From an optimization exercise on the open Yosys and OpenROAD flow, aimed at small area, a short achievable clock period and few clock cycles; shortcuts taken in it are not production practice. RTL that was checked went through simulation tests only; none was proved equivalent to the original. Power figures rest on the tool's default switching activity, not on a simulated workload.

Setup of wip/umber:
## processor
module processor (clk,rst,imem_addr,imem_data,dmem_addr,dmem_wdata,dmem_we,dmem_re,dmem_rdata,stat);
    input clk;
    input rst;                   
    output [7:0] imem_addr;
    input [79:0] imem_data;
    output [7:0] dmem_addr;
    output [63:0] dmem_wdata;
    output dmem_we;
    output dmem_re;
    input [63:0] dmem_rdata;
    output [3:0] stat;           
    localparam [3:0] S_AOK = 4'b1000, S_HLT = 4'b0100, S_ADR = 4'b0010, S_INS = 4'b0001;
    integer i;
    reg [7:0]  pc;
    reg [6:0]  pc_hi;            
    reg        x_live;           
    reg [3:0]  x_stat;           
    reg [3:0]  x_ic;             
    reg        x_ok;
    reg [3:0]  x_rA, x_rB;
    reg        x_retf;           
    reg [3:0]  x_fn;
    reg [14:0] x_selA, x_selB;   
    reg [63:0] x_valC;           
    reg [7:0]  x_ap;             
    reg [6:0]  x_ac;             
    reg [2:0]  x_aq;             
    reg        x_c1;
  ...
Size in the first run: roughly 5,000 cells after synthesis, roughly 1,200 flip-flops.
Settings: LEC_CHECK=0, CAP_MARGIN=40, CORE_MARGIN=2, CORE_UTILIZATION=55, CTS_CLUSTER_DIAMETER=110, CTS_CLUSTER_SIZE=24, SLEW_MARGIN=40; clock period 32.0 ns.
standard.sh (not shown) runs the stock make flow with config.mk's settings and CLKGATE_MAP_FILE= SYNTH_SCRIPT=/design/flow/synth_recipe.tcl, a recipe that flattens the netlist after the stock synthesis.
==> flow/flow/run.sh <==
#!/bin/bash
# The standard layout, with buf_4 as the buffer on every port in place of
# the default choice (a slow delay cell); after global placement each port
# buffer is resized to its load (port_buffers.tcl).
set -euo pipefail
export BUFFER_PORTS_ARGS="-buffer_cell sky130_fd_sc_hd__buf_4"
export POST_GLOBAL_PLACE_TCL="$PWD/flow/port_buffers.tcl"
bash standard.sh finish > standard.log 2>&1
==> flow/flow/port_buffers.tcl <==
# Resize the port buffers that buffer_ports inserted: an input buffer that
# drives many pins becomes buf_8, the others and the output buffers buf_2.
set n_big 0
set n_small 0
foreach inst [get_cells -quiet {input* output*}] {
  set name [get_full_name $inst]
  set out [get_pins -of_objects $inst -filter "direction==output"]
  set net [get_nets -of_objects $out]
  set fanout [llength [get_pins -of_objects $net -filter "direction==input"]]
  if {[string match "input*" $name] && $fanout >= 10} {
    replace_cell $inst sky130_fd_sc_hd__buf_8
    incr n_big
  } else {
    replace_cell $inst sky130_fd_sc_hd__buf_2
    incr n_small
  }
}
puts "port_buffers: $n_big buf_8, $n_small buf_2"
Per the final summary, wip/umber finished and its layout is clean on timing, DRC and antenna.
#### Input delta (wip/indigo over wip/umber)
- SLEW_MARGIN now 20, was 40
- CAP_MARGIN now 20, was 40
- CORE_UTILIZATION now 45, was 55
Findings:
[compare] base=wip/umber new=wip/indigo: final period utilization has increased, clock latency at the later pin of the worst-skew pair has decreased, wire length has increased.
For wip/umber, the worst setup path endpoint was dmem_addr[7], unlike wip/indigo, where it was rf[4][63].
Changes in wip/harbor relative to wip/indigo:
==> flow/flow/run.sh <==
#!/bin/bash
# The standard layout, with buf_4 as the buffer on every port in place of
# the default choice (a slow delay cell). After global placement each port
# buffer is resized to its load (port_buffers.tcl), and logic gates that
# drive many pins get a stronger drive (fanout_sizing.tcl), before the
# standard design-rule repair.
set -euo pipefail
export BUFFER_PORTS_ARGS="-buffer_cell sky130_fd_sc_hd__buf_4"
export POST_GLOBAL_PLACE_TCL="$PWD/flow/port_buffers.tcl"
export PRE_RESIZE_TCL="$PWD/flow/fanout_sizing.tcl"
bash standard.sh finish > standard.log 2>&1
==> flow/flow/fanout_sizing.tcl (new file) <==
# Drive strength by fanout: a logic gate of drive 0 or 1 whose output
# drives 8 or more pins becomes drive 2, with 16 or more drive 4, where the
# library has that size. Flip-flops are left alone.
set n2 0
set n4 0
foreach inst [get_cells *] {
  set master [get_property $inst ref_name]
  if {![regexp {^(sky130_fd_sc_hd__[a-z0-9]+)_([01])$} $master -> base drive]} { continue }
  if {[regexp {__(df|edf|sdf|dl|conb|tap|fill|decap|diode)} $base]} { continue }
  set fanout 0
  foreach out [get_pins -of_objects $inst -filter "direction==output"] {
    set net [get_nets -quiet -of_objects $out]
    if {$net == ""} { continue }
    set fanout [expr {max($fanout, [llength [get_pins -quiet -of_objects $net -filter "direction==input"]])}]
  }
  set target ""
  if {$fanout >= 16 && [llength [get_lib_cells -quiet ${base}_4]] > 0} {
    set target ${base}_4
    incr n4
  } elseif {$fanout >= 8 && [llength [get_lib_cells -quiet ${base}_2]] > 0} {
    set target ${base}_2
    incr n2
  }
  if {$target != ""} { replace_cell $inst $target }
}
puts "fanout_sizing: $n2 to drive 2, $n4 to drive 4"
### Flow results
~same sequential logic power in wip/indigo and wip/harbor. [compare] base=wip/indigo new=wip/harbor: area of all placed cells without fillers rose about 0.32%; core utilization of the finished layout rose 0.16 points. In the metrics for wip/indigo and wip/harbor, the one carrying the higher period utilization is wip/indigo.
No run of this note included a check of the RTL's function; only the layout flow was run.

Setup of job 101:
Another version of the RTL of processor (not shown whole).
Size in the first run: roughly 5100 cells after synthesis, roughly 1200 flip-flops, about 230 I/O pins, roughly 60000 um^2 of cells after synthesis.
clock: 32.0 ns
lec_check: 0
cap_margin: 40
core_margin: 2
core_utilization: 40
slew_margin: 40
==> flow/flow/run.sh <==
#!/bin/bash
# The standard layout, with buf_4 as the buffer on every port in place of
# the default choice (a slow delay cell), and gain-based early gate sizing
# before the design-rule repair after placement.
set -euo pipefail
export BUFFER_PORTS_ARGS="-buffer_cell sky130_fd_sc_hd__buf_4"
export EARLY_SIZING_CAP_RATIO=0.2
bash standard.sh finish > standard.log 2>&1
Job 101 ended with every stage complete and zero timing, DRC or antenna violations.
Testbench counts of job 101, summed over its fixed seeds: cycles 35,385.
Here is what was changed in the inputs of job 102 compared with job 101.
- CORE_UTILIZATION now 55, was 40
- CTS_CLUSTER_SIZE now 24, previously not set
- CTS_CLUSTER_DIAMETER now 110, previously not set
==> flow/flow/run.sh <==
#!/bin/bash
# The standard layout, with buf_4 as the buffer on every port in place of
# the default choice (a slow delay cell).
set -euo pipefail
export BUFFER_PORTS_ARGS="-buffer_cell sky130_fd_sc_hd__buf_4"
bash standard.sh finish > standard.log 2>&1
[summary]
- The final layouts of job 102 and job 101 pass the timing, design-rule and antenna checks.
- Per the comparison of job 102 with job 101, total wire length moved down; average wire per standard cell has increased.
- When job 102 is measured against job 101, its placement row count turns out 21 lower.
- On job 102: synthesis-to-layout area growth is 5.7 points lower than what job 101 gave.
- On job 102: fraction of area in registers is 2.6 points higher than what job 101 gave.
- Job 102 packs its core tighter than job 101.

## tundra
Starting RTL as in the previous note.
Settings: LEC_CHECK=0, CAP_MARGIN=40, CORE_MARGIN=2, CORE_UTILIZATION=40, CTS_BUF_LIST=sky130_fd_sc_hd__clkbuf_8, CTS_CLUSTER_DIAMETER=90, CTS_CLUSTER_SIZE=14, SLEW_MARGIN=40; clock period 32.0 ns.
==> flow/flow/run.sh <==
#!/bin/bash
# The standard layout, with buf_4 as the buffer on every port in place of
# the default choice (a slow delay cell).
set -euo pipefail
export BUFFER_PORTS_ARGS="-buffer_cell sky130_fd_sc_hd__buf_4"
bash standard.sh finish > standard.log 2>&1
Testbench counts of tundra, summed over its fixed seeds: cycles 35,385.
Setup changes, tundra to willow
- CTS_CLUSTER_SIZE: 14 -> unset
- CTS_CLUSTER_DIAMETER: 90 -> unset
- CTS_BUF_LIST: sky130_fd_sc_hd__clkbuf_8 -> unset
Notes after the runs:
- Between tundra and willow, the global-route usage is lower for tundra.
- Re switching share of total power: tundra and willow aren't equal, and the higher value belongs to tundra.
- In willow the total via count in the routed design turned out about 0.8% higher than in tundra.
[inputs] garnet vs willow
- an added CTS_CLUSTER_DIAMETER of 110
- an added CTS_CLUSTER_SIZE of 24
==> summary.txt <==
- Diff willow -> garnet | cell count | down by a few percent
- Diff willow -> garnet | worst setup slack | increase of 0.044 ns
- Worst endpoint data arrival time ended up 0.05 ns lower on garnet than on willow.
- Comparing switching component of the power for garnet and willow, the bigger number came from willow.
- garnet vs willow — wire length dropped slightly
- Number of vias per cell: garnet > willow
- Number of global-route vias before repair: higher on willow
- Going from willow to garnet, the total power was found to have gone down by 15%.
- Measured against each other, garnet and willow differ in number of clock buffers in the layout, the higher figure coming from willow.
Input changes introduced in raven (baseline for comparison: garnet):
- removing CTS_CLUSTER_SIZE (formerly 24)
- removing CTS_CLUSTER_DIAMETER (formerly 110)
- changing SLEW_MARGIN from 40 to 60
raven | status: complete | timing, DRC, antenna: pass
Against garnet, raven reports a hold slack that is lower.
The higher final core utilization of raven and garnet is in raven.
Going from garnet to raven, cell depth of the worst flop-to-flop path shrinks by about 5%.
The number of detailed-routing iterations run before antenna repair in raven was higher than what garnet gave.
Measured against each other, raven and garnet differ in post-route standard cell area excluding fillers, the lower figure coming from garnet.
raven vs garnet on relative slew slack: raven is the higher one.
In terms of storage element area, garnet and raven differ only marginally.
Higher HPWL after detailed placement among raven and garnet: raven
Delta (raven minus garnet): shortest period the worst path allows up 0.081 ns; routed via count increased 2.0%; net count reported at finish picked up an extra 128.

processor, a different RTL version from the one above (not shown whole).
Size: roughly 230 I/O pins.
==> flow/config.mk <==
export PLATFORM = sky130hd
export DESIGN_NAME = processor
export DESIGN_NICKNAME = processor
export VERILOG_FILES = /design/flow/design.v
export SDC_FILE = /design/flow/constraint.sdc
export NUM_CORES = 8
export LEC_CHECK = 0
export CAP_MARGIN = 20
export CORE_MARGIN = 2
export CORE_UTILIZATION = 45
export CTS_CLUSTER_DIAMETER = 110
export CTS_CLUSTER_SIZE = 24
export SLEW_MARGIN = 20
==> flow/constraint.sdc <==
create_clock -name core_clock -period 32.0 [get_ports {clk}]
set_input_delay 6.4000 -clock core_clock [delete_from_list [all_inputs] [get_ports {clk}]]
set_output_delay 6.4000 -clock core_clock [all_outputs]
set_load 0.01 [all_outputs]
==> flow/flow/run.sh <==
#!/bin/bash
# The standard layout, with buf_4 as the buffer on every port in place of
# the default choice (a slow delay cell). After global placement each port
# buffer is resized to its load (port_buffers.tcl), and logic gates that
# drive many pins get a stronger drive (fanout_sizing.tcl), before the
# standard design-rule repair.
set -euo pipefail
export BUFFER_PORTS_ARGS="-buffer_cell sky130_fd_sc_hd__buf_4"
export POST_GLOBAL_PLACE_TCL="$PWD/flow/port_buffers.tcl"
export PRE_RESIZE_TCL="$PWD/flow/fanout_sizing.tcl"
bash standard.sh finish > standard.log 2>&1
==> flow/flow/fanout_sizing.tcl <==
# Drive strength by fanout: a logic gate of drive 0 or 1 whose output
# drives 6 or more pins becomes drive 2, with 12 or more drive 4, where the
# library has that size (flip-flops keep their type, only the drive changes).
set n2 0
set n4 0
foreach inst [get_cells *] {
  set master [get_property $inst ref_name]
  if {![regexp {^(sky130_fd_sc_hd__[a-z0-9]+)_([01])$} $master -> base drive]} { continue }
  if {[regexp {__(sdf|dl|conb|tap|fill|decap|diode)} $base]} { continue }
  set fanout 0
  foreach out [get_pins -of_objects $inst -filter "direction==output"] {
    set net [get_nets -quiet -of_objects $out]
    if {$net == ""} { continue }
    set fanout [expr {max($fanout, [llength [get_pins -quiet -of_objects $net -filter "direction==input"]])}]
  }
  set target ""
  if {$fanout >= 12 && [llength [get_lib_cells -quiet ${base}_4]] > 0} {
    set target ${base}_4
    incr n4
  } elseif {$fanout >= 6 && [llength [get_lib_cells -quiet ${base}_2]] > 0} {
    set target ${base}_2
    incr n2
  }
  if {$target != ""} { replace_cell $inst $target }
}
puts "fanout_sizing: $n2 to drive 2, $n4 to drive 4"
Scripts as last shown in full above: flow/flow/port_buffers.tcl
The baseline ran to the end with no violations.
Testbench counts at the start, summed over its fixed seeds: cycles 35,385.
==> next run, changes <==
==> flow/flow/run.sh (replaced) <==
#!/bin/bash
# The standard layout, with buf_4 as the buffer on every port in place of
# the default choice (a slow delay cell); after global placement each port
# buffer is resized to its load (port_buffers.tcl), and gates are sized and
# nets buffered by gain before the design-rule repair (gain.tcl).
set -euo pipefail
export BUFFER_PORTS_ARGS="-buffer_cell sky130_fd_sc_hd__buf_4"
export POST_GLOBAL_PLACE_TCL="$PWD/flow/port_buffers.tcl"
export PRE_RESIZE_TCL="$PWD/flow/gain.tcl"
bash standard.sh finish > standard.log 2>&1
==> flow/flow/gain.tcl (new file) <==
# Gain-based sizing and buffering: each driver is sized, and high-fanout
# nets buffered, so that a stage drives at most about twelve times its input
# capacitance.
set_opt_config -set_early_sizing_cap_ratio 12 -set_early_buffer_sizing_cap_ratio 12
repair_design -pre_placement -buffer_gain 12 -verbose
CAP_MARGIN = 40   (was 20)
CORE_UTILIZATION = 55   (was 45)
SLEW_MARGIN = 40   (was 20)
removed: flow/flow/fanout_sizing.tcl
=>
- global-route usage climbs by 11 points
- flip-flop and latch count stays the same
- synthesized cell count stays the same
- final area climbs by 4.5%
- core utilization climbs by 14 points
- power climbs by 1.8%
- final cell count drops by 0.91%
==> next run, changes <==
==> flow/flow/run.sh (replaced) <==
#!/bin/bash
# The standard layout, with buf_4 as the buffer on every port in place of
# the default choice (a slow delay cell). After global placement each port
# buffer is resized to its load (port_buffers.tcl), and logic gates that
# drive many pins get a stronger drive (fanout_sizing.tcl), before the
# standard design-rule repair.
set -euo pipefail
export BUFFER_PORTS_ARGS="-buffer_cell sky130_fd_sc_hd__buf_4"
export POST_GLOBAL_PLACE_TCL="$PWD/flow/port_buffers.tcl"
export PRE_RESIZE_TCL="$PWD/flow/fanout_sizing.tcl"
bash standard.sh finish > standard.log 2>&1
==> flow/flow/fanout_sizing.tcl (new file) <==
# Drive strength by fanout: a logic gate of drive 0 or 1 whose output
# drives 6 or more pins becomes drive 2, with 12 or more drive 4, where the
# library has that size. Flip-flops are left alone.
set n2 0
set n4 0
foreach inst [get_cells *] {
  set master [get_property $inst ref_name]
  if {![regexp {^(sky130_fd_sc_hd__[a-z0-9]+)_([01])$} $master -> base drive]} { continue }
  if {[regexp {__(df|edf|sdf|dl|conb|tap|fill|decap|diode)} $base]} { continue }
  set fanout 0
  foreach out [get_pins -of_objects $inst -filter "direction==output"] {
    set net [get_nets -quiet -of_objects $out]
    if {$net == ""} { continue }
    set fanout [expr {max($fanout, [llength [get_pins -quiet -of_objects $net -filter "direction==input"]])}]
  }
  set target ""
  if {$fanout >= 12 && [llength [get_lib_cells -quiet ${base}_4]] > 0} {
    set target ${base}_4
    incr n4
  } elseif {$fanout >= 6 && [llength [get_lib_cells -quiet ${base}_2]] > 0} {
    set target ${base}_2
    incr n2
  }
  if {$target != ""} { replace_cell $inst $target }
}
puts "fanout_sizing: $n2 to drive 2, $n4 to drive 4"
CAP_MARGIN = 20   (was 40)
CORE_UTILIZATION = 45   (was 55)
SLEW_MARGIN = 20   (was 40)
removed: flow/flow/gain.tcl
=> Design area came out lower by 4.4%; setup slack gains 0.097 ns; cell count came out higher by 0.82%; register-to-register slack loses 0.15 ns; sequential share of layout area came out higher by 2.6 points.
==> next run, changes <==
==> flow/flow/run.sh (replaced) <==
#!/bin/bash
# The standard layout, with buf_4 as the buffer on every port in place of
# the default choice (a slow delay cell); after global placement each port
# buffer is resized to its load (port_buffers.tcl).
set -euo pipefail
export BUFFER_PORTS_ARGS="-buffer_cell sky130_fd_sc_hd__buf_4"
export POST_GLOBAL_PLACE_TCL="$PWD/flow/port_buffers.tcl"
bash standard.sh finish > standard.log 2>&1
CAP_MARGIN = 40   (was 20)
CORE_UTILIZATION = 55   (was 45)
SLEW_MARGIN = 40   (was 20)
removed: flow/flow/fanout_sizing.tcl
Outcome: The changed run passed the timing, design-rule and antenna checks; power decreases by about 0.7%; combinational power decreases by about 0.7%; design area decreases by about 0.9%; area after synthesis does not change; non-clock buffer count increases by 12; synthesized cell count stays the same; die area decreases by 18%; fmax decreases by about 3%.

-- static timing again, ports no longer ideal --
No port has a modelled driver above. Below, the same layouts with a new extraction and two added sets of constraints.
Step 1: set_driving_cell puts a clkbuf_16 on clk and a buf_2 on each other input, an assumption about the parent block.
Step 2 adds t to the input delays and takes it off the output delays; t is the mean of the earliest and latest rising clock arrival at the registers after step 1. Input paths then give back, and output paths get back, about the clock's delay inside the block.
a / b / c = no drivers / after step 1 / after step 2; a / b = the first two.
| run | t, ns | slack for setup (ns) | clock arrival spread, ns | cell pins on the clock port's net |
|---|---|---|---|---|
| wip/umber | 0.829 | 23.208 / 23.125 / 22.716 | 0.075 / 0.074 | 1 |
| wip/indigo | 0.795 | 22.612 / 22.612 / 22.606 | 0.074 / 0.074 | 1 |
| wip/harbor | 0.818 | 23.010 / 23.010 / 22.732 | 0.065 / 0.066 | 1 |
| job 101 | 0.895 | 22.582 / 22.495 / 22.510 | 0.030 / 0.031 | 1 |
| job 102 | 0.830 | 22.657 / 22.577 / 22.521 | 0.042 / 0.042 | 1 |
| tundra | 0.992 | 22.457 / 22.368 / 22.529 | 0.070 / 0.070 | 1 |
| willow | 0.895 | 22.582 / 22.495 / 22.510 | 0.030 / 0.031 | 1 |
| garnet | 0.825 | 22.626 / 22.543 / 22.496 | 0.057 / 0.057 | 1 |
| raven | 0.882 | 22.546 / 22.462 / 22.879 | 0.048 / 0.048 | 1 |
| the first run of note 4 | 0.811 | 23.313 / 23.232 / 22.745 | 0.042 / 0.042 | 1 |
| the second run of note 4 | 0.809 | 23.242 / 23.161 / 22.671 | 0.039 / 0.039 | 1 |
| the third run of note 4 | 0.801 | 23.339 / 23.261 / 22.729 | 0.033 / 0.033 | 1 |
| the fourth run of note 4 | 0.798 | 23.077 / 23.096 / 22.298 | 0.043 / 0.044 | 1 |
After both steps every run listed still meets setup and hold. For the fourth run of note 4, which loses most, drivers alone change the setup slack by +0.019 ns; drivers and shift together by -0.779 ns.
